Source: an optimization exercise on an open RTL-to-GDS flow (aim: small area, a short achievable clock period and few clock cycles). Production flows keep margins and buffers that such runs may drop. Function was checked by simulation only, so behaviour that the tests miss may differ from the original. No activity file was given, so power comes from the tool's default toggle rates.

==> design/flow/design.v <==
package mp_types;
  typedef enum logic [1:0] {
    PREC_INT8  = 2'b00,
    PREC_FP16  = 2'b01,
    PREC_FP32  = 2'b10
  } prec_e;
  localparam int W_INT8 = 8;
  localparam int W_FP16 = 16;  
  localparam int W_FP32 = 32;  
  localparam int W_ACC_INT8 = 32;  
endpackage
module mul8_cs (
  input  logic [7:0]    a,
  input  logic [7:0]    b,
  output logic [14:0] s,
  output logic [14:0] c
);
  wire pp_0_0 = a[0] & b[0];
  wire pp_0_1 = a[1] & b[0];
  wire pp_0_2 = a[2] & b[0];
  wire pp_0_3 = a[3] & b[0];
  wire pp_0_4 = a[4] & b[0];
  wire pp_0_5 = a[5] & b[0];
  wire pp_0_6 = a[6] & b[0];
  wire pp_0_7 = ~(a[7] & b[0]);
  wire pp_1_0 = a[0] & b[1];
  wire pp_1_1 = a[1] & b[1];
  wire pp_1_2 = a[2] & b[1];
  wire pp_1_3 = a[3] & b[1];
  wire pp_1_4 = a[4] & b[1];
  wire pp_1_5 = a[5] & b[1];
  wire pp_1_6 = a[6] & b[1];
  wire pp_1_7 = ~(a[7] & b[1]);
  wire pp_2_0 = a[0] & b[2];
  wire pp_2_1 = a[1] & b[2];
  wire pp_2_2 = a[2] & b[2];
  wire pp_2_3 = a[3] & b[2];
  wire pp_2_4 = a[4] & b[2];
  wire pp_2_5 = a[5] & b[2];
  wire pp_2_6 = a[6] & b[2];
  wire pp_2_7 = ~(a[7] & b[2]);
  wire pp_3_0 = a[0] & b[3];
  wire pp_3_1 = a[1] & b[3];
  wire pp_3_2 = a[2] & b[3];
  wire pp_3_3 = a[3] & b[3];
  wire pp_3_4 = a[4] & b[3];
  wire pp_3_5 = a[5] & b[3];
  wire pp_3_6 = a[6] & b[3];
  wire pp_3_7 = ~(a[7] & b[3]);
  wire pp_4_0 = a[0] & b[4];
  wire pp_4_1 = a[1] & b[4];
  wire pp_4_2 = a[2] & b[4];
  wire pp_4_3 = a[3] & b[4];
  wire pp_4_4 = a[4] & b[4];
  wire pp_4_5 = a[5] & b[4];
  wire pp_4_6 = a[6] & b[4];
  wire pp_4_7 = ~(a[7] & b[4]);
  wire pp_5_0 = a[0] & b[5];
  wire pp_5_1 = a[1] & b[5];
  wire pp_5_2 = a[2] & b[5];
  wire pp_5_3 = a[3] & b[5];
  wire pp_5_4 = a[4] & b[5];
  wire pp_5_5 = a[5] & b[5];
  wire pp_5_6 = a[6] & b[5];
  wire pp_5_7 = ~(a[7] & b[5]);
  wire pp_6_0 = a[0] & b[6];
  wire pp_6_1 = a[1] & b[6];
  wire pp_6_2 = a[2] & b[6];
  wire pp_6_3 = a[3] & b[6];
  wire pp_6_4 = a[4] & b[6];
  wire pp_6_5 = a[5] & b[6];
  wire pp_6_6 = a[6] & b[6];
  wire pp_6_7 = ~(a[7] & b[6]);
  wire pp_7_0 = ~(a[0] & b[7]);
  wire pp_7_1 = ~(a[1] & b[7]);
  wire pp_7_2 = ~(a[2] & b[7]);
  wire pp_7_3 = ~(a[3] & b[7]);
  wire pp_7_4 = ~(a[4] & b[7]);
  wire pp_7_5 = ~(a[5] & b[7]);
  wire pp_7_6 = ~(a[6] & b[7]);
  wire pp_7_7 = a[7] & b[7];
  wire hs1 = pp_0_6 ^ pp_1_5;
  wire hc2 = pp_0_6 & pp_1_5;
  wire fs3 = pp_0_7 ^ pp_1_6 ^ pp_2_5;
  wire fc4 = (pp_0_7 & pp_1_6) | (pp_0_7 & pp_2_5) | (pp_1_6 & pp_2_5);
  wire hs5 = pp_3_4 ^ pp_4_3;
  wire hc6 = pp_3_4 & pp_4_3;
  wire fs7 = pp_1_7 ^ pp_2_6 ^ pp_3_5;
  wire fc8 = (pp_1_7 & pp_2_6) | (pp_1_7 & pp_3_5) | (pp_2_6 & pp_3_5);
  wire fs9 = pp_4_4 ^ pp_5_3 ^ pp_6_2;
  wire fc10 = (pp_4_4 & pp_5_3) | (pp_4_4 & pp_6_2) | (pp_5_3 & pp_6_2);
  wire fs11 = pp_2_7 ^ pp_3_6 ^ pp_4_5;
  wire fc12 = (pp_2_7 & pp_3_6) | (pp_2_7 & pp_4_5) | (pp_3_6 & pp_4_5);
  wire hs13 = pp_0_4 ^ pp_1_3;
  wire hc14 = pp_0_4 & pp_1_3;
  wire fs15 = pp_0_5 ^ pp_1_4 ^ pp_2_3;
  wire fc16 = (pp_0_5 & pp_1_4) | (pp_0_5 & pp_2_3) | (pp_1_4 & pp_2_3);
  wire hs17 = pp_3_2 ^ pp_4_1;
  wire hc18 = pp_3_2 & pp_4_1;
  wire fs19 = hs1 ^ pp_2_4 ^ pp_3_3;
  wire fc20 = (hs1 & pp_2_4) | (hs1 & pp_3_3) | (pp_2_4 & pp_3_3);
  wire fs21 = pp_4_2 ^ pp_5_1 ^ pp_6_0;
  wire fc22 = (pp_4_2 & pp_5_1) | (pp_4_2 & pp_6_0) | (pp_5_1 & pp_6_0);
  wire fs23 = fs3 ^ hs5 ^ pp_5_2;
  wire fc24 = (fs3 & hs5) | (fs3 & pp_5_2) | (hs5 & pp_5_2);
  wire fs25 = pp_6_1 ^ pp_7_0 ^ hc2;
  wire fc26 = (pp_6_1 & pp_7_0) | (pp_6_1 & hc2) | (pp_7_0 & hc2);
  wire fs27 = fs7 ^ fs9 ^ pp_7_1;
  wire fc28 = (fs7 & fs9) | (fs7 & pp_7_1) | (fs9 & pp_7_1);
  wire fs29 = 1'b1 ^ fc4 ^ hc6;
  wire fc30 = (1'b1 & fc4) | (1'b1 & hc6) | (fc4 & hc6);
  wire fs31 = fs11 ^ pp_5_4 ^ pp_6_3;
  wire fc32 = (fs11 & pp_5_4) | (fs11 & pp_6_3) | (pp_5_4 & pp_6_3);
  wire fs33 = pp_7_2 ^ fc8 ^ fc10;
  wire fc34 = (pp_7_2 & fc8) | (pp_7_2 & fc10) | (fc8 & fc10);
  wire fs35 = pp_3_7 ^ pp_4_6 ^ pp_5_5;
  wire fc36 = (pp_3_7 & pp_4_6) | (pp_3_7 & pp_5_5) | (pp_4_6 & pp_5_5);
  wire fs37 = pp_6_4 ^ pp_7_3 ^ fc12;
  wire fc38 = (pp_6_4 & pp_7_3) | (pp_6_4 & fc12) | (pp_7_3 & fc12);
  wire fs39 = pp_4_7 ^ pp_5_6 ^ pp_6_5;
  wire fc40 = (pp_4_7 & pp_5_6) | (pp_4_7 & pp_6_5) | (pp_5_6 & pp_6_5);
  wire hs41 = pp_0_3 ^ pp_1_2;
  wire hc42 = pp_0_3 & pp_1_2;
  wire fs43 = hs13 ^ pp_2_2 ^ pp_3_1;
  wire fc44 = (hs13 & pp_2_2) | (hs13 & pp_3_1) | (pp_2_2 & pp_3_1);
  wire fs45 = fs15 ^ hs17 ^ pp_5_0;
  wire fc46 = (fs15 & hs17) | (fs15 & pp_5_0) | (hs17 & pp_5_0);
  wire fs47 = fs19 ^ fs21 ^ fc16;
  wire fc48 = (fs19 & fs21) | (fs19 & fc16) | (fs21 & fc16);
  wire fs49 = fs23 ^ fs25 ^ fc20;
  wire fc50 = (fs23 & fs25) | (fs23 & fc20) | (fs25 & fc20);
  wire fs51 = fs27 ^ fs29 ^ fc24;
  wire fc52 = (fs27 & fs29) | (fs27 & fc24) | (fs29 & fc24);
  wire fs53 = fs31 ^ fs33 ^ fc28;
  wire fc54 = (fs31 & fs33) | (fs31 & fc28) | (fs33 & fc28);
  wire fs55 = fs35 ^ fs37 ^ fc32;
  wire fc56 = (fs35 & fs37) | (fs35 & fc32) | (fs37 & fc32);
  wire fs57 = fs39 ^ pp_7_4 ^ fc36;
  wire fc58 = (fs39 & pp_7_4) | (fs39 & fc36) | (pp_7_4 & fc36);
  wire fs59 = pp_5_7 ^ pp_6_6 ^ pp_7_5;
  wire fc60 = (pp_5_7 & pp_6_6) | (pp_5_7 & pp_7_5) | (pp_6_6 & pp_7_5);
  wire hs61 = pp_0_2 ^ pp_1_1;
  wire hc62 = pp_0_2 & pp_1_1;
  wire fs63 = hs41 ^ pp_2_1 ^ pp_3_0;
  wire fc64 = (hs41 & pp_2_1) | (hs41 & pp_3_0) | (pp_2_1 & pp_3_0);
  wire fs65 = fs43 ^ pp_4_0 ^ hc42;
  wire fc66 = (fs43 & pp_4_0) | (fs43 & hc42) | (pp_4_0 & hc42);
  wire fs67 = fs45 ^ hc14 ^ fc44;
  wire fc68 = (fs45 & hc14) | (fs45 & fc44) | (hc14 & fc44);
  wire fs69 = fs47 ^ hc18 ^ fc46;
  wire fc70 = (fs47 & hc18) | (fs47 & fc46) | (hc18 & fc46);
  wire fs71 = fs49 ^ fc22 ^ fc48;
  wire fc72 = (fs49 & fc22) | (fs49 & fc48) | (fc22 & fc48);
  wire fs73 = fs51 ^ fc26 ^ fc50;
  wire fc74 = (fs51 & fc26) | (fs51 & fc50) | (fc26 & fc50);
  wire fs75 = fs53 ^ fc30 ^ fc52;
  wire fc76 = (fs53 & fc30) | (fs53 & fc52) | (fc30 & fc52);
  wire fs77 = fs55 ^ fc34 ^ fc54;
  wire fc78 = (fs55 & fc34) | (fs55 & fc54) | (fc34 & fc54);
  wire fs79 = fs57 ^ fc38 ^ fc56;
  wire fc80 = (fs57 & fc38) | (fs57 & fc56) | (fc38 & fc56);
  wire fs81 = fs59 ^ fc40 ^ fc58;
  wire fc82 = (fs59 & fc40) | (fs59 & fc58) | (fc40 & fc58);
  wire fs83 = pp_6_7 ^ pp_7_6 ^ fc60;
  wire fc84 = (pp_6_7 & pp_7_6) | (pp_6_7 & fc60) | (pp_7_6 & fc60);
  assign s[0] = pp_0_0;
  assign c[0] = 1'b0;
  assign s[1] = pp_0_1;
  assign c[1] = pp_1_0;
  assign s[2] = hs61;
  assign c[2] = pp_2_0;
  assign s[3] = fs63;
  assign c[3] = hc62;
  assign s[4] = fs65;
  assign c[4] = fc64;
  assign s[5] = fs67;
  assign c[5] = fc66;
  assign s[6] = fs69;
  assign c[6] = fc68;
  assign s[7] = fs71;
  assign c[7] = fc70;
  assign s[8] = fs73;
  assign c[8] = fc72;
  assign s[9] = fs75;
  assign c[9] = fc74;
  assign s[10] = fs77;
  assign c[10] = fc76;
  assign s[11] = fs79;
  assign c[11] = fc78;
  assign s[12] = fs81;
  assign c[12] = fc80;
  assign s[13] = fs83;
  assign c[13] = fc82;
  assign s[14] = pp_7_7;
  assign c[14] = fc84;
endmodule
module gemm_controller #(
  parameter int MAX_ELEMS = 16384,
  parameter mp_types::prec_e PREC = mp_types::PREC_INT8
)(
  input  logic        clk,
  input  logic        rstn,
  input  logic        start,
  input  logic [15:0] M, K, Ncols,
  output logic        done,
  output logic [$clog2(MAX_ELEMS)-1:0] addr_A,
  input  logic [31:0]                  data_A,
  output logic [$clog2(MAX_ELEMS)-1:0] addr_B,
  input  logic [31:0]                  data_B,
  output logic [$clog2(MAX_ELEMS)-1:0] addr_C,
  output logic [31:0]                  data_C,
  output logic                         we_C
);
  localparam int AW = $clog2(MAX_ELEMS);
  logic          run;
  logic [AW-1:0] krem, jrem, irem;
  logic          lk, lj, li;       
  logic          kf;               
  logic          dk;               
  logic [AW-1:0] Kw, Nw, Mw;
  assign Kw = K[AW-1:0];
  assign Nw = Ncols[AW-1:0];
  assign Mw = M[AW-1:0];
  logic [AW-1:0] Kr, Nr1;
  always_ff @(posedge clk) begin
    Kr  <= Kw;
    Nr1 <= Nw - 1'b1;
  end
  logic [AW-1:0] csel, cdec;
  logic          cis2;
  assign csel = !lk ? krem : (!lj ? jrem : irem);
  assign cdec = csel - 1'b1;
  assign cis2 = (csel == AW'(2));
  logic [AW-1:0] opA, opB, sumA, sumB;
  logic          invB, ciB;
  assign opA  = lk ? Kr : {{(AW-1){~dk}}, 1'b1};
  assign invB = lk ? lj : ~dk;
  assign ciB  = lk | dk;
  assign opB  = ((lk & ~lj) ? AW'(0) : Nr1) ^ {AW{invB}};
  assign sumB = addr_B + opB + AW'(ciB);
  assign sumA = addr_A + opA;
  always_ff @(posedge clk) begin
    if (!rstn)     run <= 1'b0;
    else if (!run) run <= start;
    else           run <= ~(lk & lj & li);
  end
  always_ff @(posedge clk) begin
    if (!run) begin
      addr_A <= '0;
      addr_B <= '0;
      dk     <= 1'b1;
      kf     <= 1'b1;
      krem   <= Kw;   lk <= (K == 16'd1);
      jrem   <= Nw;   lj <= (Ncols == 16'd1);
      irem   <= Mw;   li <= (M == 16'd1);
    end else begin
      kf <= lk;
      if (!lk | lj) addr_A <= sumA;    
      addr_B <= sumB;
      if (!lk) begin
        krem <= cdec;
        lk   <= cis2;
      end else begin
        dk   <= ~dk;
        krem <= Kw;
        lk   <= (K == 16'd1);
        if (!lj) begin
          jrem <= cdec;
          lj   <= cis2;
        end else begin
          jrem <= Nw;
          lj   <= (Ncols == 16'd1);
          irem <= cdec;
          li   <= cis2;
        end
      end
    end
  end
  logic f1_first, f1_last, f1_fin;
  logic f2_first, f2_last, f2_fin;
  logic f3_first, f3_last, f3_fin;
  logic f4_first, f4_last, f4_fin;
  always_ff @(posedge clk) begin
    if (!rstn) begin
      f1_last <= 1'b0; f1_fin <= 1'b0;
      f2_last <= 1'b0; f2_fin <= 1'b0;
      f3_last <= 1'b0; f3_fin <= 1'b0;
      f4_last <= 1'b0; f4_fin <= 1'b0;
      we_C <= 1'b0; done <= 1'b0;
    end else begin
      f1_last <= run & lk;
      f1_fin  <= run & lk & lj & li;
      f2_last <= f1_last; f2_fin <= f1_fin;
      f3_last <= f2_last; f3_fin <= f2_fin;
      f4_last <= f3_last; f4_fin <= f3_fin;
      we_C <= f4_last;
      done <= f4_fin;
    end
  end
  always_ff @(posedge clk) begin
    f1_first <= kf;
    f2_first <= f1_first;
    f3_first <= f2_first;
    f4_first <= f3_first;
  end
  always_ff @(posedge clk) begin
    if (start)     addr_C <= '0;
    else if (we_C) addr_C <= addr_C + 1'b1;
  end
  logic [7:0]  a_r, b_r;
  logic [14:0] ms, mc, s_r, c_r;
  logic [15:0] p;
  logic [29:0] acc;
  mul8_cs u_mul (.a(a_r), .b(b_r), .s(ms), .c(mc));
  logic [16:0] lows;
  logic [13:0] hi, hinc, hdec, hnew;
  logic        s_inc, s_dec, s_hold, s_ones;
  assign lows   = {1'b0, acc[15:0]} + {1'b0, p};
  assign hi     = acc[29:16];
  assign hinc   = hi + 1'b1;
  assign hdec   = hi - 1'b1;
  assign s_inc  = ~f4_first & lows[16] & ~p[15];
  assign s_dec  = ~f4_first & ~lows[16] & p[15];
  assign s_hold = ~f4_first & (lows[16] == p[15]);
  assign s_ones = f4_first & p[15];
  assign hnew   = ({14{s_inc}} & hinc) | ({14{s_dec}} & hdec) | ({14{s_hold}} & hi) | {14{s_ones}};
  always_ff @(posedge clk) begin
    a_r <= data_A[7:0];
    b_r <= data_B[7:0];
    s_r <= ms;
    c_r <= mc;
    p   <= {1'b0, s_r} + {1'b0, c_r} - 16'h8000;
    acc <= {hnew, f4_first ? p : lows[15:0]};
  end
  assign data_C = {{2{acc[29]}}, acc};
endmodule
==> design/flow/flow/run.sh <==
#!/bin/bash
set -euo pipefail
bash standard.sh BUFFER_PORTS_ARGS="-buffer_cell sky130_fd_sc_hd__buf_1" finish > standard_flow.log 2>&1
==> design/flow/standard.sh <==
#!/bin/bash
# synth_recipe.tcl (not shown) runs the flow's synth.tcl, then flattens the netlist and writes it again
# the make line also repeats each setting of config.mk as NAME=value (left out here)
make -C /OpenROAD-flow-scripts/flow DESIGN_CONFIG=/design/flow/config.mk WORK_HOME=/design/flow/orfs CLKGATE_MAP_FILE= SYNTH_SCRIPT=/design/flow/synth_recipe.tcl "${@:-finish}"
==> design/flow/config.mk <==
export PLATFORM = sky130hd
export DESIGN_NAME = gemm_controller
export DESIGN_NICKNAME = gemm_controller
export VERILOG_FILES = /design/flow/design.v
export SDC_FILE = /design/flow/constraint.sdc
export NUM_CORES = 4
export LEC_CHECK = 0
export CAP_MARGIN = 20
export CORE_MARGIN = 2
export CORE_UTILIZATION = 40
export PLACE_DENSITY = 0.6
export SETUP_SLACK_MARGIN = 5
export SLEW_MARGIN = 20
==> design/flow/constraint.sdc <==
create_clock -name core_clock -period 8.0 [get_ports {clk}]
set_input_delay 1.6000 -clock core_clock [delete_from_list [all_inputs] [get_ports {clk}]]
set_output_delay 1.6000 -clock core_clock [all_outputs]
set_load 0.01 [all_outputs]
==> results of run 1 <==
## kinds of logic after synthesis
kind of cell	after synthesis	share of synthesized area [%]
and+or+nand+nor	432	18.0
AOI/OAI and AO/OA	243	13.4
DFF	223	40.8
adders and majority gates	109	14.2
buffers and inverters	104	3.77
xor gates and xnor gates	100	7.50
muxes	26	2.31
## worst max-delay path, stage by stage (launching register included)
cell	delay [ns]
dfxtp_2	0.34
nor2b_4	0.16
buf_6	0.12
xor2_2	0.14
nor2_2	0.05
fa_2	0.36
fa_2	0.35
a21o_1	0.17
a21oi_2	0.14
nor2b_1	0.06
o21a_1	0.18
o41a_1	0.37
buf_4	0.16
xor2_1	0.13
and2_1	0.15
## area by class of cell
class / count / share of cell area [%]
Tap cell: 384 / 3.49
Multi-Input combinational cell: 911 / 48.0
Clock inverter: 15 / 1.45
Inverter: 58 / 1.61
Timing Repair Buffer: 174 / 5.76
Sequential cell: 223 / 34.8
Clock buffer: 31 / 4.94
## cell usage in the layout, fill, tap and decap left out, types with 5 or more instances in the layout
master / instances
dfxtp_1: 183
nand2_1: 146
buf_1: 142
nor2_1: 85
o21ai_0: 81
and2_1: 79
ha_1: 68
inv_1: 57
a21oi_1: 55
xnor2_1: 55
xor2_1: 44
fa_1: 37
edfxtp_1: 30
buf_4: 29
clkbuf_16: 26
nand3_1: 21
nor3_1: 19
a21o_1: 19
mux2i_1: 17
and3_1: 12
nand4_1: 11
or3_1: 10
nand2b_1: 10
dfxtp_2: 9
mux2_2: 8
o21a_1: 7
a211oi_1: 7
a31oi_1: 7
clkinv_2: 7
nor4_1: 6
a211o_1: 5
a31o_2: 5
## power groups by stage
| stage | registers (mW) | clock network, mW | logic, mW |
|---|---|---|---|
| floorplan | 1.53 | 0 | 1.15 |
| global placement | 1.55 | 0 | 1.42 |
| detailed placement | 1.55 | 0 | 1.45 |
| CTS | 1.53 | 1.24 | 1.47 |
| global route | 1.56 | 1.28 | 1.72 |
| finish | 1.53 | 1.21 | 1.53 |
## final timing paths
kind / startpoint / to / cells past startpoint
setup / recovery: dk / addr_B[8] / 14
hold / removal: kf / f1_first / 0
setup reg to reg: dk / addr_B[8] / 14
hold reg to reg: kf / f1_first / 0
## per-stage QoR
stage | hold slack [ns] | instances | setup slack [ns]
floorplan | 0.310 | 1237 | 4.82
global placement | 0.311 | 1722 | 4.05
detailed placement | 0.312 | 1722 | 3.99
CTS | 0.327 | 1786 | 4.95
global route | 0.335 | 1796 | 4.86
finish | 0.326 | 1796 | 5.02
## flip-flops by register name (all words and copies together) (netlist names), 14 cells and up
signal  flops
Kr         14
Nr1        14
acc        30
addr_A     14
addr_B     14
addr_C     14
c_r        14
irem       14
jrem       14
krem       14
p          16
s_r        15
## layer usage
layer	GRT usage [%]	share of wire, %	up-vias
li1	-	-	4569
met1	23.3	47	4208
met2	27.8	45	210
met3	2.98	5.4	39
met4	4.51	2.1	0
met5	0	0	-
## timing repair
action,in CTS,in global routing
setup endpoints to repair,27,23
resized for setup,14,21
pin swaps,2,10
setup buffers,17,10
cloned,1,0
==> reports/metrics.yaml, run 1 <==
outcome:
  status: "complete, no violations"
clocking:
  cts_hold_buffers: 0
  numClockSinks: 223
  clock_path_buffers: 3
  htree_levels: 1
  cts.clk_slew.worst_paths_ns: 0.06
  worstSkewPairLatency_ns: 0.54
  cts_buffers: 25
  tritoncts: "built"
  cts_root_buffer: "clkbuf_16"
detailed_routing:
  wirelength_mm: 26.6
  drc: 0
  vias_per_cell: 5.03
  drtIter0Drc: 525
  postRouteAntennaNets: 0
  drt_pre_antenna_iters: 5
  wire_per_inst_um: 14.8
  via_count: 9026
worst_setup_path:
  worstPathArrival_ns: 3.41
  reg2reg_setup_slack_ns: 5.02
  required_ns: 8.43
  crit_type: "register to register"
  crit_fanout: 3
  start_kind: "register"
  setup.worst_path.end_class: "register"
die:
  rows: 62
  core_mm2: 0.0287
  die_h_um: 175
  io_pins: 191
  design.die.area_mm2: 0.0306
  die_w_um: 175
  start_util_pct: 40.7
logic_synthesis:
  ys_ff_latch: 223
  seq_area_frac_synth_pct: 40.8
  synth_area_mm2: 0.0117
  yosysTopAreaCell: "dfxtp_1"
  synth_ff_type: "dfxtp_1"
  async_reset_ff_share_pct: 0
  synth_top_area_share_pct: 33.1
  synth_cell_type_count: 77
  ys_top_cells_by_area: "dfxtp_1, edfxtp_1, ha_1, fa_1, nand2_1"
  synth_most_common_cell: "dfxtp_1"
  yosys_warnings: 1
  synth_edf_count: 30
  syn_avg_cell_area_um2: 9.45
  syn-instance-count: 1237
  synth_nets: 1461
  netlist_top_cells_count: "dfxtp_1, nand2_1, nor2_1"
layout:
  multiInputGateArea_mm2: 0.00660
  drive_gt1_share_pct: 9.63
  regArea_mm2: 0.00478
  design_area_mm2: 0.0137
  syn2layout_area_growth_pct: 17.7
  nNetsFinal: 1617
  post-route-util_pct: 47.9
  num_antenna_cells: 0
  n_fill_cell: 2751
placement:
  place.gp.congestion: 0.819
  portBuffers: 142
  hpwl_mm: 19.0
  place_area_mm2: 0.0125
timing:
  worst_slew_pin_slew_ns: 1.02
  timing.final.max_slew_violations: 0
  skew_ns: 0.0224
  setup_tns_ns: 0
  setup_violations: 0
  finalHoldViolCount: 0
  fmax_mhz: 335
  rsz0062_at_grt: "true"
  fin_crit_sh_pct: 37.3
  maxSlewHeadroom_pct: 31.7
  period_minus_slack_ns: 2.98
power:
  clock_power_share_pct: 28.3
  seq_power_share_pct: 35.9
  finalPower_mw: 4.27
  p_comb_share_pct: 35.8
  p_int_mw: 2.77
  p_sw_mw: 1.50
  powerDensity_mw_per_mm2: 310
  power.share.switching_pct: 35.1
  leakage_nw: 5.80
  vdd_drop_max_mv: 0.177
worst_hold_path:
  hold_class: "register to register"
global_route:
  first_global_vias: 8549
  grt_max_degree: 68
  grt_antenna_before_repair: 0
  grt_usage_pct: 17.0
  overflow: 0
  grt_pass1_wl_mm: 42.9
run:
  maxCapViolCount: 0
Testbench counts, summed over its fixed seeds: cycles 75,253.
==> run 2, diff against run 1 <==
--- a/design/flow/config.mk
+++ b/design/flow/config.mk
@@ -8,6 +8,9 @@
 export CAP_MARGIN = 20
 export CORE_MARGIN = 2
 export CORE_UTILIZATION = 40
+export CTS_BUF_LIST = sky130_fd_sc_hd__clkbuf_8 sky130_fd_sc_hd__clkbuf_16
+export CTS_CLUSTER_DIAMETER = 60
+export CTS_CLUSTER_SIZE = 20
 export PLACE_DENSITY = 0.6
 export SETUP_SLACK_MARGIN = 5
 export SLEW_MARGIN = 20
==> run 2 against run 1 <==
  * Still clean on timing, DRC and antenna
  * Die area did not move
  * Utilization shrank 0.12 points
  * Maximum frequency is 0.31% lower
  * Hold slack got worse by 0.00083 ns
  * Sequential share of layout area grew 0.070 points
  * Synthesized cell count unchanged
  * Wire length grew 0.38%
  * Cell count hardly changed
  * Design area shrank 0.25%
  * Critical path depth unchanged
  * Area after synthesis unchanged
  * Non-clock buffer count up 3
  * Critical path type unchanged
  * Largest cell class unchanged
==> reports/metrics.yaml, run 2 <==
timing:
  worst_slew_pin_slew_ns: 1.01  # -0.0149 ns
  setup_tns_ns: 0  # unchanged
  maxSlewHeadroom_pct: 32.7  # +0.99 points
  finalHoldViolCount: 0  # unchanged
  period_minus_slack_ns: 2.99  # +0.00940 ns
  timing.final.max_slew_violations: 0  # unchanged
  fin_crit_sh_pct: 37.4  # +0.12 points
  skew_ns: 0.0219  # -0.000494 ns
  rsz0062_at_grt: "true"
  setup_violations: 0  # unchanged
  fmax_mhz: 334  # -0.31%
layout:
  drive_gt1_share_pct: 9.57  # -0.064 points
  instances_no_fill: 1795  # -0.056%
  syn2layout_area_growth_pct: 17.4
  n_fill_cell: 2744  # -0.25%
  largest_reg_flops: 30  # unchanged
  reg_top3: "acc: 30 flops, p: 16 flops, s_r: 15 flops"
  mostFrequentLayoutCells: "dfxtp_1, nand2_1, buf_1"
  mostFrequentLayoutCell: "dfxtp_1"
  post-route-util_pct: 47.8  # -0.12 points
  top_register: "acc"
  design_area_mm2: 0.0137  # -0.25%
  nNetsFinal: 1620  # +0.19%
  num_antenna_cells: 0  # unchanged
global_route:
  use_met3_pct: 2.98  # unchanged
  overflow: 0  # unchanged
  top_usage_layer: "met2"
  first_global_vias: 8594  # +0.53%
  grt_util_met1_pct: 23.2  # -0.086 points
  grt_antenna_before_repair: 1  # +1
  grt_pass1_wl_mm: 42.9  # about the same
  grt_max_degree: 68  # unchanged
  grt_usage_pct: 17.0  # -0.024 points
  grtUsageMet2_pct: 28.2  # +0.33 points
clocking:
  cts_hold_buffers: 0  # unchanged
  cts_root_buffer: "clkbuf_16"
  tritoncts: "built"
  cts.clk_slew.worst_paths_ns: 0.07  # about the same
  cts_buffers: 23  # -8.0%
  numClockSinks: 223  # unchanged
  clock_path_buffers: 3  # unchanged
  htree_levels: 1  # unchanged
  worstSkewPairLatency_ns: 0.51  # -0.03 ns
logic_synthesis:
  async_reset_ff_share_pct: 0  # unchanged
  ys_ff_latch: 223  # unchanged
  seq_area_frac_synth_pct: 40.8  # unchanged
  netlist_top_cells_count: "dfxtp_1, nand2_1, nor2_1"
  syn_avg_cell_area_um2: 9.45  # unchanged
  synth_most_common_cell: "dfxtp_1"
  yosys_warnings: 1  # unchanged
  synth_nets: 1461  # unchanged
  ys_top_cells_by_area: "dfxtp_1, edfxtp_1, ha_1, fa_1, nand2_1"
  yosysTopAreaCell: "dfxtp_1"
  synth_edf_count: 30  # unchanged
  syn-instance-count: 1237  # unchanged
  synth_cell_type_count: 77  # unchanged
  synth_area_mm2: 0.0117  # unchanged
  synth_ff_type: "dfxtp_1"
  synth_top_area_share_pct: 33.1  # unchanged
die:
  start_util_pct: 40.7  # unchanged
  design.die.area_mm2: 0.0306  # unchanged
  io_pins: 191  # unchanged
  core_mm2: 0.0287  # unchanged
  rows: 62  # unchanged
  die_h_um: 175  # unchanged
  die_w_um: 175  # unchanged
worst_setup_path:
  worstPathArrival_ns: 3.38  # -0.03 ns
  timing.rr.end: "addr_B[8]"
  timing.rr.start: "dk"
  r2r_cells: 14  # unchanged
  crit_type: "register to register"
  crit_fanout: 3  # unchanged
  start_kind: "register"
  reg2reg_setup_slack_ns: 5.01  # about the same
  required_ns: 8.39  # -0.04 ns
  setup.worst_path.end_class: "register"
detailed_routing:
  via_count: 9081  # +0.61%
  wire_per_inst_um: 14.9  # +0.44%
  drt_pre_antenna_iters: 5  # unchanged
  drc: 0  # unchanged
  vias_per_cell: 5.06  # +0.67%
  drtIter0Drc: 465  # -11%
  wirelength_mm: 26.7  # +0.38%
  postRouteAntennaNets: 0  # unchanged
outcome:
  status: "complete, no violations"
placement:
  place_area_mm2: 0.0125  # unchanged
  dp.cells: 1722  # unchanged
  portBuffers: 142  # unchanged
  place.gp.congestion: 0.819  # unchanged
  hpwl_mm: 19.0  # unchanged
worst_hold_path:
  hp-start: "f1_first"
  min_to: "f2_first"
  hold_class: "register to register"
  whs_path_depth: 0  # unchanged
run:
  maxCapViolCount: 0  # unchanged
power:
  powerDensity_mw_per_mm2: 302  # -2.7%
  leakage_nw: 5.77  # -0.42%
  vdd_drop_max_mv: 0.150  # -15%
[run 2: cell counts after synthesis]
Identical to the previous run, type by type.
[run 2: timing repair]
action                                  4_1_cts  5_1_grt
gates cloned                                  2        2
setup buffers                                17       12
hold endpoints to repair                      0        0
resized for setup                            14       19
pin swaps                                     1        9
endpoints found under the setup margin       27       27
[run 2: worst max-delay path by stage]
stage                      end  start  slack, ns  depth (start not counted)
finish               addr_B[8]     dk       5.01                         14
global route        addr_B[10]     dk       4.85                         14
CTS                 addr_B[13]     dk       4.93                         13
detailed placement  addr_B[13]     lk       3.99                         11
global placement    addr_B[10]     lk       4.05                         12
floorplan           addr_B[10]     lk       4.82                         16
[run 2: final cells by class]
type                    count  area [um2]  share of cell area [%]
multi-input cells         913        6630                    48.4
flip-flops and latches    223        4780                    34.8
repair buffers            177         848                    6.19
clock buffers              23         576                    4.20
well taps                 384         480                    3.50
inverters                  58         221                    1.61
clock inverters            17         180                    1.31
[run 2: kinds of logic after synthesis]
family	synth area share, %
XOR/XNOR	7.50
adder cells (fa/ha/maj)	14.2
buffers and inverters	3.77
flip-flops	40.8
multiplexers	2.31
AND/OR/NAND/NOR	18.0
AO/OA/AOI/OAI	13.4
[run 2: critical path, cell delays in order (launching register included)]
cell,delay [ns]
dfxtp_2,0.34
nor2b_4,0.16
buf_6,0.12
xor2_2,0.14
nor2_2,0.05
fa_2,0.36
fa_2,0.35
a21o_1,0.17
a21oi_2,0.15
nor2b_1,0.06
o21a_1,0.18
o41a_1,0.35
buf_4,0.15
xor2_1,0.13
and2_1,0.15
[run 2: report_power, final]
part	leakage, nW	switching, mW	total, mW	internal (mW)
combinational	3.49	0.871	1.56	0.685
sequential	1.91	0.176	1.53	1.35
clock	0.364	0.499	1.06	0.557
[run 2: per-layer routing]
layer	wire length (um)	share of wire [%]
met1	12700	48
met2	12000	45
met3	1520	5.7
met4	432	1.6
met5	13	0.049
[run 2: metrics by stage]
stage          hold WS, ns  worst slack [ns]  power, mW
4_1_cts              0.325              4.93       4.09
5_1_grt              0.337              4.85       4.44
2_1_floorplan        0.310              4.82       2.68
3_5_place_dp         0.312              3.99       3.00
6_report             0.326              5.01       4.14
3_3_place_gp         0.311              4.05       2.97
==> run 3, diff against run 2 <==
--- a/design/flow/config.mk
+++ b/design/flow/config.mk
@@ -8,7 +8,7 @@
 export CAP_MARGIN = 20
 export CORE_MARGIN = 2
 export CORE_UTILIZATION = 40
-export CTS_BUF_LIST = sky130_fd_sc_hd__clkbuf_8 sky130_fd_sc_hd__clkbuf_16
+export CTS_BUF_LIST = sky130_fd_sc_hd__clkbuf_8
 export CTS_CLUSTER_DIAMETER = 60
 export CTS_CLUSTER_SIZE = 20
 export PLACE_DENSITY = 0.6
==> run 3 against run 2 <==
  * Still clean
  * Worst setup slack got worse by 0.032 ns
  * Hold slack improved by 0.0058 ns
  * Sequential power barely moved
  * Clock-buffer cell count did not move
  * Sequential cell count did not move
  * Critical path type unchanged
  * Largest cell class unchanged
==> reports/metrics.yaml, run 3 <==
outcome:
  status: "complete, no violations"
global_route:
  grt_max_degree: 68  # unchanged
  grt_pass1_wl_mm: 42.6  # -0.69%
  overflow: 0  # unchanged
  grt_antenna_before_repair: 1  # unchanged
  first_global_vias: 8524  # -0.81%
  grt_usage_pct: 16.9  # -0.092 points
worst_hold_path:
  hp-start: "f1_first"
  min_to: "f2_first"
  whs_path_depth: 0  # unchanged
  hold_class: "register to register"
worst_setup_path:
  required_ns: 8.43  # +0.04 ns
  timing.rr.end: "addr_B[8]"
  start_kind: "register"
  crit_fanout: 3  # unchanged
  setup.worst_path.end_class: "register"
  crit_type: "register to register"
  timing.rr.start: "dk"
  reg2reg_setup_slack_ns: 4.98  # -0.03 ns
  r2r_cells: 14  # unchanged
  worstPathArrival_ns: 3.46  # +0.08 ns
logic_synthesis:
  seq_area_frac_synth_pct: 40.8  # unchanged
  ys_top_cells_by_area: "dfxtp_1, edfxtp_1, ha_1, fa_1, nand2_1"
  synth_edf_count: 30  # unchanged
  synth_area_mm2: 0.0117  # unchanged
  synth_most_common_cell: "dfxtp_1"
  async_reset_ff_share_pct: 0  # unchanged
  synth_ff_type: "dfxtp_1"
  netlist_top_cells_count: "dfxtp_1, nand2_1, nor2_1"
  yosys_warnings: 1  # unchanged
  ys_ff_latch: 223  # unchanged
  synth_cell_type_count: 77  # unchanged
  yosysTopAreaCell: "dfxtp_1"
  synth_top_area_share_pct: 33.1  # unchanged
  syn_avg_cell_area_um2: 9.45  # unchanged
  syn-instance-count: 1237  # unchanged
  synth_nets: 1461  # unchanged
clocking:
  worstSkewPairLatency_ns: 0.56  # +0.05 ns
  cts.clk_slew.worst_paths_ns: 0.10  # +0.03 ns
  htree_levels: 1  # unchanged
  cts_hold_buffers: 0  # unchanged
  cts_root_buffer: "clkbuf_8"
  clock_path_buffers: 3  # unchanged
  numClockSinks: 223  # unchanged
  tritoncts: "built"
  cts_buffers: 23  # unchanged
timing:
  setup_ws_ns: 4.98  # -0.0319 ns
  setup_tns_ns: 0  # unchanged
  maxSlewHeadroom_pct: 30.8  # -1.9 points
  skew_ns: 0.0364  # +0.0145 ns
  timing.final.max_slew_violations: 0  # unchanged
  rsz0062_at_grt: "true"
  worst_slew_pin_slew_ns: 1.04  # +0.0287 ns
  hold_ws_ns: 0.331  # +0.00585 ns
  fmax_mhz: 331  # -1.1%
  fin_crit_sh_pct: 37.8  # +0.40 points
  setup_violations: 0  # unchanged
  finalHoldViolCount: 0  # unchanged
  period_minus_slack_ns: 3.02  # +0.0319 ns
layout:
  regArea_mm2: 0.00478  # about the same
  num_antenna_cells: 0  # unchanged
  post-route-util_pct: 46.6  # -1.2 points
  reg_top3: "acc: 30 flops, p: 16 flops, s_r: 15 flops"
  syn2layout_area_growth_pct: 14.4
  nNetsFinal: 1609  # -0.68%
  largest_reg_flops: 30  # unchanged
  mostFrequentLayoutCell: "dfxtp_1"
  n_fill_cell: 2795  # +1.9%
  multiInputGateArea_mm2: 0.00660  # -0.45%
  mostFrequentLayoutCells: "dfxtp_1, nand2_1, buf_1"
  drive_gt1_share_pct: 9.21  # -0.35 points
  top_register: "acc"
placement:
  portBuffers: 142  # unchanged
  place.gp.congestion: 0.819  # unchanged
  place_ws_ns: 3.99  # unchanged
  hpwl_mm: 19.0  # unchanged
detailed_routing:
  via_count: 8974  # -1.2%
  drtIter0Drc: 556  # +20%
  postRouteAntennaNets: 0  # unchanged
  drt_pre_antenna_iters: 5  # unchanged
  drc: 0  # unchanged
  wirelength_mm: 26.3  # -1.3%
  vias_per_cell: 5.03  # -0.57%
  wire_per_inst_um: 14.8  # -0.69%
die:
  die_w_um: 175  # unchanged
  die_h_um: 175  # unchanged
  core_mm2: 0.0287  # unchanged
  start_util_pct: 40.7  # unchanged
  rows: 62  # unchanged
  io_pins: 191  # unchanged
  design.die.area_mm2: 0.0306  # unchanged
run:
  maxCapViolCount: 0  # unchanged
power:
  leakage_nw: 5.60  # -2.9%
  finalPower_mw: 3.79  # -8.5%
  vdd_drop_max_mv: 0.139  # -7.5%
  powerDensity_mw_per_mm2: 284  # -6.1%
run 3: how the worst max path moves through the flow:
stage | start | to | slack, ns | cells after the start
6_report | dk | addr_B[8] | 4.98 | 14
3_3_place_gp | lk | addr_B[10] | 4.05 | 12
2_1_floorplan | lk | addr_B[10] | 4.82 | 16
5_1_grt | dk | addr_B[13] | 4.80 | 13
3_5_place_dp | lk | addr_B[13] | 3.99 | 11
4_1_cts | dk | addr_B[13] | 4.92 | 13
run 3: metrics by stage:
stage / instance area, um2 / instances
2_1_floorplan: 11800 / 1237
3_3_place_gp: 12500 / 1722
3_5_place_dp: 12500 / 1722
4_1_cts: 13300 / 1780
5_1_grt: 13400 / 1784
6_report: 13400 / 1784
run 3: per-layer routing:
| layer | vias up | track usage, % | wire length [um] |
|---|---|---|---|
| met5 | - | 0 | 13 |
| met4 | 2 | 3.85 | 430 |
| met3 | 33 | 3.00 | 1540 |
| met2 | 207 | 27.7 | 11700 |
| met1 | 4195 | 23.4 | 12600 |
| li1 | 4537 | - | - |
run 3: critical path, cell delays in order (launching register included):
cell	delay [ns]
dfxtp_2	0.35
nor2b_4	0.16
buf_6	0.12
xor2_2	0.14
nor2_2	0.05
fa_2	0.36
fa_2	0.35
a21o_1	0.17
a21oi_2	0.15
nor2b_1	0.06
o21a_1	0.18
o41a_1	0.37
buf_4	0.16
xor2_1	0.13
and2_1	0.15
run 3: cell type report:
| cell class | instances | share of cell area [%] |
|---|---|---|
| Clock inverter | 17 | 1.35 |
| Inverter | 58 | 1.66 |
| Timing Repair Buffer | 168 | 5.87 |
| Clock buffer | 23 | 2.37 |
| Sequential cell | 223 | 35.8 |
| Tap cell | 384 | 3.60 |
| Multi-Input combinational cell | 911 | 49.4 |
run 3: cells by family (layout without fill, tap and decap cells):
logic type | Yosys count | in the layout | share of synthesized area, %
AND/OR/NAND/NOR | 432 | 433 | 18.0
flip-flops | 223 | 223 | 40.8
multiplexers | 26 | 26 | 2.31
adder cells (fa/ha/maj) | 109 | 109 | 14.2
AO/OA/AOI/OAI | 243 | 243 | 13.4
buffers and inverters | 104 | 266 | 3.77
XOR/XNOR | 100 | 100 | 7.50
run 3: power breakdown:
part	switching, mW	leakage (nW)	internal (mW)
logic	0.839	3.44	0.643
clock network	0.470	0.246	0.308
registers	0.176	1.91	1.35
total	1.48	5.60	2.30
run 3: what timing repair did:
| action | CTS | global route |
|---|---|---|
| cloned | 2 | 0 |
| resized for setup | 16 | 20 |
| endpoints found under the setup margin | 29 | 28 |
| pin swaps | 1 | 6 |
| setup buffers | 16 | 4 |
==> run 4, diff against run 3 <==
==> design/flow/flow/run.sh (replaced) <==
#!/bin/bash
set -euo pipefail
bash standard.sh BUFFER_PORTS_ARGS="-buffer_cell sky130_fd_sc_hd__buf_1" SETUP_SLACK_MARGIN=5.3 finish > standard_flow.log 2>&1
--- a/design/flow/config.mk
+++ b/design/flow/config.mk
@@ -8,9 +8,6 @@
 export CAP_MARGIN = 20
 export CORE_MARGIN = 2
 export CORE_UTILIZATION = 40
-export CTS_BUF_LIST = sky130_fd_sc_hd__clkbuf_8
-export CTS_CLUSTER_DIAMETER = 60
-export CTS_CLUSTER_SIZE = 20
 export PLACE_DENSITY = 0.6
 export SETUP_SLACK_MARGIN = 5
 export SLEW_MARGIN = 20
==> run 4 against run 3 <==
  * Utilization increased by 3.4 points
  * Cell count increased by 1.3%
  * Critical path depth unchanged
  * Clock skew decreased by 0.020 ns
  * Critical endpoint is now addr_B[10]
  * Register-to-register slack about the same
  * Synthesized cell count unchanged
  * Highest routed layer is now met4
  * Still clean
  * Non-clock buffer count increased by 18
  * Area after synthesis unchanged
  * Largest power group is now combinational logic
==> reports/metrics.yaml, run 4 <==
die:
  die_w_um: 175  # unchanged
  design.die.area_mm2: 0.0306  # unchanged
  start_util_pct: 40.7  # unchanged
  core_mm2: 0.0287  # unchanged
  io_pins: 191  # unchanged
  die_h_um: 175  # unchanged
  rows: 62  # unchanged
detailed_routing:
  drt_pre_antenna_iters: 5  # unchanged
  postRouteAntennaNets: 0  # unchanged
  wirelength_mm: 26.4  # +0.14%
  drtIter0Drc: 453  # -19%
  via_count: 9042  # +0.76%
  vias_per_cell: 5.00  # -0.58%
  wire_per_inst_um: 14.6  # -1.2%
  drc: 0  # unchanged
clocking:
  clock_path_buffers: 3  # unchanged
  worstSkewPairLatency_ns: 0.52  # -0.04 ns
  cts_buffers: 25  # +8.7%
  cts.clk_slew.worst_paths_ns: 0.06  # -0.04 ns
  tritoncts: "built"
  htree_levels: 1  # unchanged
  numClockSinks: 223  # unchanged
  cts_root_buffer: "clkbuf_16"
logic_synthesis:
  synth_most_common_cell: "dfxtp_1"
  syn_avg_cell_area_um2: 9.45  # unchanged
  synth_cell_type_count: 77  # unchanged
  syn-instance-count: 1237  # unchanged
  ys_ff_latch: 223  # unchanged
  netlist_top_cells_count: "dfxtp_1, nand2_1, nor2_1"
  synth_top_area_share_pct: 33.1  # unchanged
  ys_top_cells_by_area: "dfxtp_1, edfxtp_1, ha_1, fa_1, nand2_1"
  seq_area_frac_synth_pct: 40.8  # unchanged
  synth_ff_type: "dfxtp_1"
  async_reset_ff_share_pct: 0  # unchanged
  synth_area_mm2: 0.0117  # unchanged
  synth_nets: 1461  # unchanged
  synth_edf_count: 30  # unchanged
  yosysTopAreaCell: "dfxtp_1"
  yosys_warnings: 1  # unchanged
power:
  leakage_nw: 6.05  # +8.0%
  powerDensity_mw_per_mm2: 297  # +4.7%
  vdd_drop_max_mv: 0.182  # +31%
global_route:
  grt_usage_pct: 17.0  # +0.069 points
  grt_antenna_before_repair: 0  # -1
  grt_pass1_wl_mm: 43.0  # +0.94%
  overflow: 0  # unchanged
  first_global_vias: 8610  # +1.0%
  grt_max_degree: 68  # unchanged
timing:
  maxSlewHeadroom_pct: 36.4  # +5.6 points
  timing.final.max_slew_violations: 0  # unchanged
  skew_ns: 0.0169  # -0.0196 ns
  setup_tns_ns: 0  # unchanged
  setup_violations: 0  # unchanged
  fin_crit_sh_pct: 38.0  # +0.18 points
  rsz0062_at_grt: "true"
  finalHoldViolCount: 0  # unchanged
  worst_slew_pin_slew_ns: 0.955  # -0.0834 ns
  period_minus_slack_ns: 3.04  # +0.0147 ns
  fmax_mhz: 329  # -0.49%
  hold_ws_ns: 0.326  # -0.00508 ns
layout:
  mostFrequentLayoutCell: "nand2_1"
  design_area_mm2: 0.0143  # +7.3%
  largest_reg_flops: 30  # unchanged
  multiInputGateArea_mm2: 0.00694  # +5.1%
  reg_top3: "acc: 30 flops, p: 16 flops, s_r: 15 flops"
  mostFrequentLayoutCells: "nand2_1, dfxtp_1, buf_1"
  top_register: "acc"
  n_fill_cell: 2692  # -3.7%
  regArea_mm2: 0.00489  # +2.3%
  syn2layout_area_growth_pct: 22.7
  nNetsFinal: 1630  # +1.3%
  num_antenna_cells: 0  # unchanged
  post-route-util_pct: 49.9  # +3.4 points
  drive_gt1_share_pct: 19.6  # +10 points
worst_setup_path:
  setup.worst_path.end_class: "register"
  r2r_cells: 14  # unchanged
  crit_type: "register to register"
  crit_fanout: 3  # unchanged
  required_ns: 8.40  # -0.03 ns
  start_kind: "register"
  worstPathArrival_ns: 3.44  # -0.02 ns
placement:
  hpwl_mm: 18.3  # -3.5%
  portBuffers: 142  # unchanged
  place.gp.congestion: 0.837  # +2.1%
  place_area_mm2: 0.0126  # +0.84%
outcome:
  status: "complete, no violations"
worst_hold_path:
  hold_class: "register to register"
  whs_path_depth: 0  # unchanged
run:
  maxCapViolCount: 0  # unchanged
run 4: path summary, 6_finish.rpt:
check,startpoint,to,slack (ns)
setup / recovery,lk,addr_B[10],4.96
hold / removal,f1_first,f2_first,0.33
setup reg to reg,lk,addr_B[10],4.96
hold reg to reg,f1_first,f2_first,0.33
run 4: worst max-delay path, cell delays in order (launching register included):
cell,delay (ns)
dfxtp_4,0.35
buf_12,0.12
nor2b_4,0.14
xor2_2,0.16
nor2_2,0.05
fa_2,0.37
fa_2,0.36
a21o_1,0.17
a21oi_2,0.16
nor2b_1,0.06
o21a_1,0.19
o41a_1,0.37
a31oi_1,0.19
xnor2_1,0.07
and2_1,0.14
run 4: power by group:
group	internal (mW)	switching (mW)
registers	1.37	0.170
logic	0.744	0.890
clock network	0.622	0.461
total	2.74	1.52
run 4: cell families after synthesis:
group / share of synthesized area (%)
AND/OR/NAND/NOR: 18.0
AO/OA/AOI/OAI: 13.4
flip-flops: 40.8
adder cells (fa/ha/maj): 14.2
buffers and inverters: 3.77
XOR/XNOR: 7.50
multiplexers: 2.31
run 4: what timing repair did:
| action | 4_1_cts | 5_1_grt |
|---|---|---|
| pin swaps | 20 | 36 |
| resized for setup | 105 | 88 |
| setup buffers | 24 | 11 |
| hold buffers | 0 | 0 |
| setup endpoints to repair | 81 | 74 |
| cloned | 4 | 1 |
run 4: final cells by class:
cell class,count,share of cell area (%)
clock buffer,32,4.90
clock inverter,13,0.567
inverter,58,1.54
multi-input combinational,912,48.4
sequential,223,34.1
tap,384,3.35
timing repair buffer,186,7.16
run 4: stage by stage:
step	power (mW)	cells	worst slack [ns]
finish	4.26	1808	4.96
global route	4.57	1808	4.80
CTS	4.20	1796	4.96
detailed placement	2.98	1723	4.42
global placement	2.95	1723	4.43
floorplan	2.68	1237	4.82
run 4: routing by layer:
metal,vias up,wire length (um),GRT usage [%]
li1,4599,-,-
met1,4185,12300,22.7
met2,211,12000,28.2
met3,47,1290,2.74
met4,0,746,5.45
met5,-,0,0
==> run 5, diff against run 4 <==
==> design/flow/flow/run.sh (replaced) <==
#!/bin/bash
set -euo pipefail
bash standard.sh BUFFER_PORTS_ARGS="-buffer_cell sky130_fd_sc_hd__buf_1" finish > standard_flow.log 2>&1
--- a/design/flow/config.mk
+++ b/design/flow/config.mk
@@ -7,7 +7,10 @@
 export LEC_CHECK = 0
 export CAP_MARGIN = 20
 export CORE_MARGIN = 2
-export CORE_UTILIZATION = 40
-export PLACE_DENSITY = 0.6
+export CORE_UTILIZATION = 55
+export CTS_BUF_LIST = sky130_fd_sc_hd__clkbuf_4
+export CTS_CLUSTER_DIAMETER = 40
+export CTS_CLUSTER_SIZE = 10
+export PLACE_DENSITY = 0.7
 export SETUP_SLACK_MARGIN = 5
 export SLEW_MARGIN = 20
==> run 5 against run 4 <==
  * Clock power decreased by about 30%
  * Clock skew increased by 0.016 ns
  * Hold slack improved by 0.0060 ns
  * Synthesized cell count unchanged
  * Combinational power decreased by 9.8%
  * Worst setup slack improved by 0.061 ns
  * Die area decreased by 27%
  * Total power decreased by 12%
  * Critical path depth unchanged
  * Register-to-register slack improved by 0.06 ns
  * Critical endpoint unchanged
==> reports/metrics.yaml, run 5 <==
outcome:
  status: "complete, no violations"
detailed_routing:
  vias_per_cell: 5.37  # +7.4%
  wirelength_mm: 24.6  # -6.7%
  wire_per_inst_um: 14.5  # -0.67%
  postRouteAntennaNets: 0  # unchanged
  drtIter0Drc: 457  # +0.88%
  drc: 0  # unchanged
  via_count: 9118  # +0.84%
  drt_pre_antenna_iters: 5  # unchanged
run:
  maxCapViolCount: 0  # unchanged
timing:
  skew_ns: 0.0329  # +0.0160 ns
  fmax_mhz: 336  # +2.1%
  setup_ws_ns: 5.02  # +0.0614 ns
  maxSlewHeadroom_pct: 33.6  # -2.8 points
  period_minus_slack_ns: 2.98  # -0.0614 ns
  setup_tns_ns: 0  # unchanged
  worst_slew_pin_slew_ns: 0.996  # +0.0415 ns
  rsz0062_at_grt: "true"
  timing.final.max_slew_violations: 0  # unchanged
  fin_crit_sh_pct: 37.2  # -0.77 points
  finalHoldViolCount: 0  # unchanged
  setup_violations: 0  # unchanged
global_route:
  grt_usage_pct: 21.9  # +4.9 points
  grt_pass1_wl_mm: 40.1  # -6.6%
  first_global_vias: 8406  # -2.4%
  overflow: 0  # unchanged
  grt_max_degree: 55  # -19%
  grt_antenna_before_repair: 1  # +1
layout:
  syn2layout_area_growth_pct: 12.9
  top_register: "acc"
  drive_gt1_share_pct: 10.5  # -9.0 points
  largest_reg_flops: 30  # unchanged
  mostFrequentLayoutCell: "dfxtp_1"
  nNetsFinal: 1621  # -0.55%
  post-route-util_pct: 63.0  # +13 points
  mostFrequentLayoutCells: "dfxtp_1, nand2_1, buf_1"
  reg_top3: "acc: 30 flops, p: 16 flops, s_r: 15 flops"
logic_synthesis:
  syn-instance-count: 1237  # unchanged
  seq_area_frac_synth_pct: 40.8  # unchanged
  yosysTopAreaCell: "dfxtp_1"
  synth_most_common_cell: "dfxtp_1"
  synth_area_mm2: 0.0117  # unchanged
  synth_top_area_share_pct: 33.1  # unchanged
  synth_nets: 1461  # unchanged
  ys_top_cells_by_area: "dfxtp_1, edfxtp_1, ha_1, fa_1, nand2_1"
  yosys_warnings: 1  # unchanged
  synth_cell_type_count: 77  # unchanged
  async_reset_ff_share_pct: 0  # unchanged
  synth_ff_type: "dfxtp_1"
  ys_ff_latch: 223  # unchanged
  netlist_top_cells_count: "dfxtp_1, nand2_1, nor2_1"
  syn_avg_cell_area_um2: 9.45  # unchanged
  synth_edf_count: 30  # unchanged
worst_setup_path:
  path_cells: "nor2b_4 > buf_6 > xor2_2 > nor2_2 > fa_2 > fa_2 > a21o_1 > a21oi_2 > nor2b_1 > o21a_1 > o41a_1 > a31oi_2 > xnor2_1 > and2_1"
  worstPathArrival_ns: 3.50  # +0.06 ns
  reg2reg_setup_slack_ns: 5.02  # +0.06 ns
  crit_slowest_cell: "dfxtp_2"
  timing.rr.start: "dk"
  cp.buffers_inverters: 1  # unchanged
  setup.worst_path.end_class: "register"
  timing.rr.end: "addr_B[10]"
  cpPeakStageDelay_ns: 0.38  # about the same
  path_delay_family: "compound AO/OA/AOI/OAI gates"
  r2r_cells: 14  # unchanged
  crit_fanout: 3  # unchanged
  start_kind: "register"
  crit_top_cell: "fa_2"
  required_ns: 8.52  # +0.12 ns
  crit_type: "register to register"
die:
  rows: 53  # -15%
  design.die.area_mm2: 0.0224  # -27%
  start_util_pct: 55.8  # +15 points
  die_h_um: 150  # -14%
  io_pins: 191  # unchanged
  die_w_um: 150  # -14%
  core_mm2: 0.0210  # -27%
worst_hold_path:
  hp-start: "f3_first"
  hold_class: "register to register"
  min_to: "f4_first"
  whs_path_depth: 0  # unchanged
clocking:
  htree_levels: 2  # +1
  worstSkewPairLatency_ns: 0.64  # +0.12 ns
  cts_root_buffer: "clkbuf_4"
  cts_hold_buffers: 0  # unchanged
  tritoncts: "built"
  numClockSinks: 223  # unchanged
  cts_buffers: 35  # +40%
  cts.clk_slew.worst_paths_ns: 0.09  # +0.03 ns
  clock_path_buffers: 3  # unchanged
power:
  leakage_nw: 5.63  # -7.0%
  powerDensity_mw_per_mm2: 285  # -4.1%
  vdd_drop_max_mv: 0.158  # -13%
placement:
  place_ws_ns: 4.01  # -0.413 ns
  hpwl_mm: 17.7  # -3.4%
  portBuffers: 142  # unchanged
  place.gp.congestion: 0.874  # +4.5%
[run 5: layer usage]
metal	global-route usage (%)	vias to the layer above	routed length, um
li1	-	4596	-
met1	30.9	4263	11600
met2	33.9	226	11100
met3	4.76	33	1480
met4	6.13	0	397
met5	0	-	0
[run 5: worst max-delay path by stage]
stage | cells after the start | from | endpoint | slack, ns
2_1_floorplan | 16 | lk | addr_B[10] | 4.82
3_3_place_gp | 12 | lk | addr_B[10] | 4.05
3_5_place_dp | 11 | lk | addr_B[13] | 4.01
4_1_cts | 14 | lk | addr_B[10] | 4.95
5_1_grt | 14 | dk | addr_B[10] | 4.88
6_report | 14 | dk | addr_B[10] | 5.02
[run 5: cell families (layout without fill, tap and decap cells)]
kind of cell | after synthesis | after routing | share of synthesized area, %
other cells | 0 | 1 | 0
compound gates | 243 | 243 | 13.4
mux | 26 | 26 | 2.31
fa+ha+maj | 109 | 109 | 14.2
simple gates | 432 | 433 | 18.0
xor+xnor | 100 | 100 | 7.50
buf+inv | 104 | 288 | 3.77
flops | 223 | 223 | 40.8
[run 5: area by class of cell]
cell class | instances | area, um2
flip-flops and latches | 223 | 4780
well taps | 275 | 344
clock buffers | 47 | 353
multi-input cells | 911 | 6600
diodes | 1 | 2.50
inverters | 58 | 221
fillers | 1852 | 7760
clock inverters | 15 | 131
repair buffers | 168 | 763
[run 5: metrics by stage]
step / instance area, um2 / power, mW / hold slack [ns] / std cells
final: 13200 / 3.76 / 0.332 / 1698
after global routing: 13200 / 4.06 / 0.348 / 1698
after CTS: 13000 / 3.76 / 0.336 / 1686
after detailed placement: 12400 / 2.98 / 0.313 / 1613
after global placement: 12400 / 2.95 / 0.310 / 1613
after floorplan: 11800 / 2.68 / 0.310 / 1237
[run 5: what timing repair did]
item	in CTS	in global routing
hold endpoints to repair	0	0
resized for setup	13	26
gates cloned	1	0
pin swaps	2	5
buffers inserted	10	11
setup endpoints to repair	26	30
[run 5: power by group]
group	internal, mW	total [mW]	switching, mW	leakage [nW]
clock network	0.347	0.761	0.414	0.279
logic	0.638	1.47	0.834	3.43
registers	1.35	1.53	0.171	1.91
total	2.34	3.76	1.42	5.63
==> run 6, diff against run 5 <==
--- a/design/flow/config.mk
+++ b/design/flow/config.mk
@@ -9,8 +9,8 @@
 export CORE_MARGIN = 2
 export CORE_UTILIZATION = 55
 export CTS_BUF_LIST = sky130_fd_sc_hd__clkbuf_4
-export CTS_CLUSTER_DIAMETER = 40
-export CTS_CLUSTER_SIZE = 10
+export CTS_CLUSTER_DIAMETER = 30
+export CTS_CLUSTER_SIZE = 8
 export PLACE_DENSITY = 0.7
 export SETUP_SLACK_MARGIN = 5
 export SLEW_MARGIN = 20
==> run 6 against run 5 <==
  * Still clean
  * Synthesized cell count did not move
  * Maximum frequency fell by 1.2%
  * Sequential share of layout area fell by 0.50 points
  * Total power rose by 5.5%
==> reports/metrics.yaml, run 6 <==
global_route:
  grt_pass1_wl_mm: 40.3  # +0.48%
  grt_antenna_before_repair: 1  # unchanged
  overflow: 0  # unchanged
  grt_max_degree: 55  # unchanged
  first_global_vias: 8545  # +1.7%
  grt_usage_pct: 22.0  # +0.12 points
timing:
  timing.final.max_slew_violations: 0  # unchanged
  fin_crit_sh_pct: 37.7  # +0.46 points
  fmax_mhz: 332  # -1.2%
  finalHoldViolCount: 0  # unchanged
  setup_ws_ns: 4.99  # -0.0371 ns
  skew_ns: 0.0369  # +0.00409 ns
  setup_tns_ns: 0  # unchanged
  hold_ws_ns: 0.316  # -0.0160 ns
  worst_slew_pin_slew_ns: 1.00  # +0.00642 ns
  setup_violations: 0  # unchanged
  rsz0062_at_grt: "true"
  maxSlewHeadroom_pct: 33.2  # -0.43 points
  period_minus_slack_ns: 3.01  # +0.0371 ns
placement:
  portBuffers: 142  # unchanged
  dp.cells: 1613  # unchanged
  hpwl_mm: 17.7  # unchanged
  place.gp.congestion: 0.874  # unchanged
  place_ws_ns: 4.01  # unchanged
layout:
  nNetsFinal: 1629  # +0.49%
  largest_reg_flops: 30  # unchanged
  mostFrequentLayoutCell: "dfxtp_1"
  drive_gt1_share_pct: 11.0  # +0.45 points
  syn2layout_area_growth_pct: 14.4
  regArea_mm2: 0.00478  # about the same
  instances_no_fill: 1713  # +0.88%
  reg_top3: "acc: 30 flops, p: 16 flops, s_r: 15 flops"
  n_fill_cell: 1839  # -0.70%
  multiInputGateArea_mm2: 0.00660  # unchanged
  top_register: "acc"
  mostFrequentLayoutCells: "dfxtp_1, nand2_1, buf_1"
logic_synthesis:
  synth_most_common_cell: "dfxtp_1"
  synth_cell_type_count: 77  # unchanged
  yosysTopAreaCell: "dfxtp_1"
  synth_area_mm2: 0.0117  # unchanged
  synth_nets: 1461  # unchanged
  syn_avg_cell_area_um2: 9.45  # unchanged
  synth_edf_count: 30  # unchanged
  yosys_warnings: 1  # unchanged
  synth_top_area_share_pct: 33.1  # unchanged
  async_reset_ff_share_pct: 0  # unchanged
  netlist_top_cells_count: "dfxtp_1, nand2_1, nor2_1"
  ys_top_cells_by_area: "dfxtp_1, edfxtp_1, ha_1, fa_1, nand2_1"
  ys_ff_latch: 223  # unchanged
  synth_ff_type: "dfxtp_1"
  syn-instance-count: 1237  # unchanged
  seq_area_frac_synth_pct: 40.8  # unchanged
detailed_routing:
  drt_pre_antenna_iters: 5  # unchanged
  vias_per_cell: 5.36  # -0.25%
  wirelength_mm: 24.7  # +0.39%
  postRouteAntennaNets: 0  # unchanged
  drtIter0Drc: 418  # -8.5%
  wire_per_inst_um: 14.4  # -0.48%
  drc: 0  # unchanged
  via_count: 9176  # +0.64%
worst_setup_path:
  crit_fanout: 4  # +1
  start_kind: "register"
  r2r_cells: 14  # unchanged
  timing.rr.start: "dk"
  path_cells: "nor2b_4 > buf_6 > xor2_2 > nor2_2 > fa_2 > fa_2 > a21o_1 > a21oi_2 > nor2b_1 > o21a_1 > o41a_1 > a31oi_2 > xnor2_1 > and2_1"
  crit_slowest_cell: "o41a_1"
  required_ns: 8.52  # about the same
  cpPeakStageDelay_ns: 0.38  # about the same
  setup.worst_path.end_class: "register"
  cp.buffers_inverters: 1  # unchanged
  crit_type: "register to register"
  path_delay_family: "compound AO/OA/AOI/OAI gates"
  crit_top_cell: "fa_2"
  timing.rr.end: "addr_B[10]"
  worstPathArrival_ns: 3.54  # +0.04 ns
  reg2reg_setup_slack_ns: 4.99  # -0.04 ns
power:
  seq_power_share_pct: 38.5  # -2.1 points
  power.share.switching_pct: 36.7  # -1.1 points
  vdd_drop_max_mv: 0.162  # +2.0%
  p_comb_share_pct: 37.1  # -2.1 points
  p_int_mw: 2.51  # +7.4%
  leakage_nw: 5.72  # +1.7%
  clock_power_share_pct: 24.4  # +4.2 points
  powerDensity_mw_per_mm2: 297  # +4.2%
  p_sw_mw: 1.45  # +2.5%
die:
  rows: 53  # unchanged
  design.die.area_mm2: 0.0224  # unchanged
  io_pins: 191  # unchanged
  core_mm2: 0.0210  # unchanged
  die_h_um: 150  # unchanged
  start_util_pct: 55.8  # unchanged
  die_w_um: 150  # unchanged
clocking:
  cts.clk_slew.worst_paths_ns: 0.08  # about the same
  clock_path_buffers: 3  # unchanged
  worstSkewPairLatency_ns: 0.65  # about the same
  tritoncts: "built"
  numClockSinks: 223  # unchanged
  cts_root_buffer: "clkbuf_4"
  cts_hold_buffers: 0  # unchanged
  htree_levels: 2  # unchanged
  cts_buffers: 45  # +29%
run:
  maxCapViolCount: 0  # unchanged
outcome:
  status: "complete, no violations"
worst_hold_path:
  whs_path_depth: 0  # unchanged
  hold_class: "register to register"
  hp-start: "kf"
  min_to: "f1_first"
-- run 6: cell counts after synthesis --
Identical to the previous run, type by type.
-- run 6: layout make-up --
cell class | count | share of cell area, %
Multi-Input combinational cell | 911 | 49.3
Tap cell | 275 | 2.57
Sequential cell | 223 | 35.8
Inverter | 58 | 1.66
Timing Repair Buffer | 166 | 5.57
Clock inverter | 26 | 2.11
Clock buffer | 53 | 2.98
Antenna cell | 1 | 0.0187
-- run 6: kinds of logic (layout without fill, tap and decap cells) --
logic type	count (synthesis)	in the layout	synth area share, %
xor gates and xnor gates	100	100	7.50
buffers and inverters	104	303	3.77
AOI/OAI and AO/OA	243	243	13.4
other	0	1	0
adders and majority gates	109	109	14.2
DFF	223	223	40.8
and+or+nand+nor	432	433	18.0
muxes	26	26	2.31
-- run 6: per-stage QoR --
| stage | utilization (%) | cell area [um2] | total power, mW |
|---|---|---|---|
| final | 63.8 | 13400 | 3.97 |
| after global routing | 63.8 | 13400 | 4.27 |
| after CTS | 63.0 | 13200 | 3.98 |
| after detailed placement | 59.2 | 12400 | 2.98 |
| after global placement | 59.2 | 12400 | 2.95 |
| after floorplan | - | 11800 | 2.68 |
-- run 6: worst max path at each step --
stage,from,to,slack [ns],cells past startpoint
floorplan,lk,addr_B[10],4.82,16
global placement,lk,addr_B[10],4.05,12
detailed placement,lk,addr_B[13],4.01,11
CTS,dk,addr_B[10],4.95,14
global route,dk,addr_B[10],4.86,14
finish,dk,addr_B[10],4.99,14
-- run 6: power groups by stage --
| stage | Sequential (mW) | Combinational (mW) | Clock, mW |
|---|---|---|---|
| 6_report | 1.53 | 1.47 | 0.968 |
| 5_1_grt | 1.56 | 1.66 | 1.05 |
| 4_1_cts | 1.52 | 1.46 | 0.995 |
| 3_5_place_dp | 1.55 | 1.43 | 0 |
| 3_3_place_gp | 1.54 | 1.40 | 0 |
| 2_1_floorplan | 1.53 | 1.15 | 0 |
-- run 6: repair_timing --
action,in CTS,in global routing
gates resized for setup,14,20
endpoints found under the hold margin,0,0
buffers inserted,8,11
pin swaps,2,4
gates cloned,1,0
setup endpoints to repair,27,26
-- run 6: routing by layer --
metal	part of all wire, %	vias to the layer above	GRT usage [%]
met1	47	4268	30.4
met2	45	235	34.4
met5	0	-	0
met4	2.0	0	6.93
met3	6.1	48	4.94
li1	-	4625	-

port drivers added, routing unchanged:
The flow's constraints put no driver on any port. The routed layouts listed below were extracted and timed again, unchanged, in two steps. Step 1: set_driving_cell puts a clkbuf_16 on clk and a buf_2 on each other input, an assumption about the parent block. Step 2 times the ports against the registers' clock, not the clock port: input delays grow and output delays shrink by t, the midpoint of the rising clock arrivals with the driver on. Slacks: no drivers / after step 1 / after step 2; pairs: no drivers / after step 1.
run | shift t [ns] | setup WS [ns] | clock arrival spread, ns | worst slew at a driven data input, ns | cell pins on the clock port's net
run 1 | 0.581 | 5.019 / 5.019 / 4.699 | 0.024 / 0.023 | 0.06 | 1
run 2 | 0.552 | 5.010 / 5.010 / 4.690 | 0.024 / 0.024 | 0.06 | 1
run 3 | 0.593 | 4.978 / 4.978 / 4.655 | 0.042 / 0.042 | 0.06 | 1
run 4 | 0.560 | 4.963 / 4.963 / 4.949 | 0.019 / 0.019 | 0.06 | 1
run 5 | 0.660 | 5.024 / 5.024 / 4.737 | 0.045 / 0.046 | 0.05 | 1
run 6 | 0.667 | 4.987 / 4.987 / 4.736 | 0.045 / 0.046 | 0.05 | 1
After both steps setup and hold are still met in every run listed. The setup slack of run 3, which loses most, moves by 0.000 ns with the drivers and by -0.323 ns with both steps.
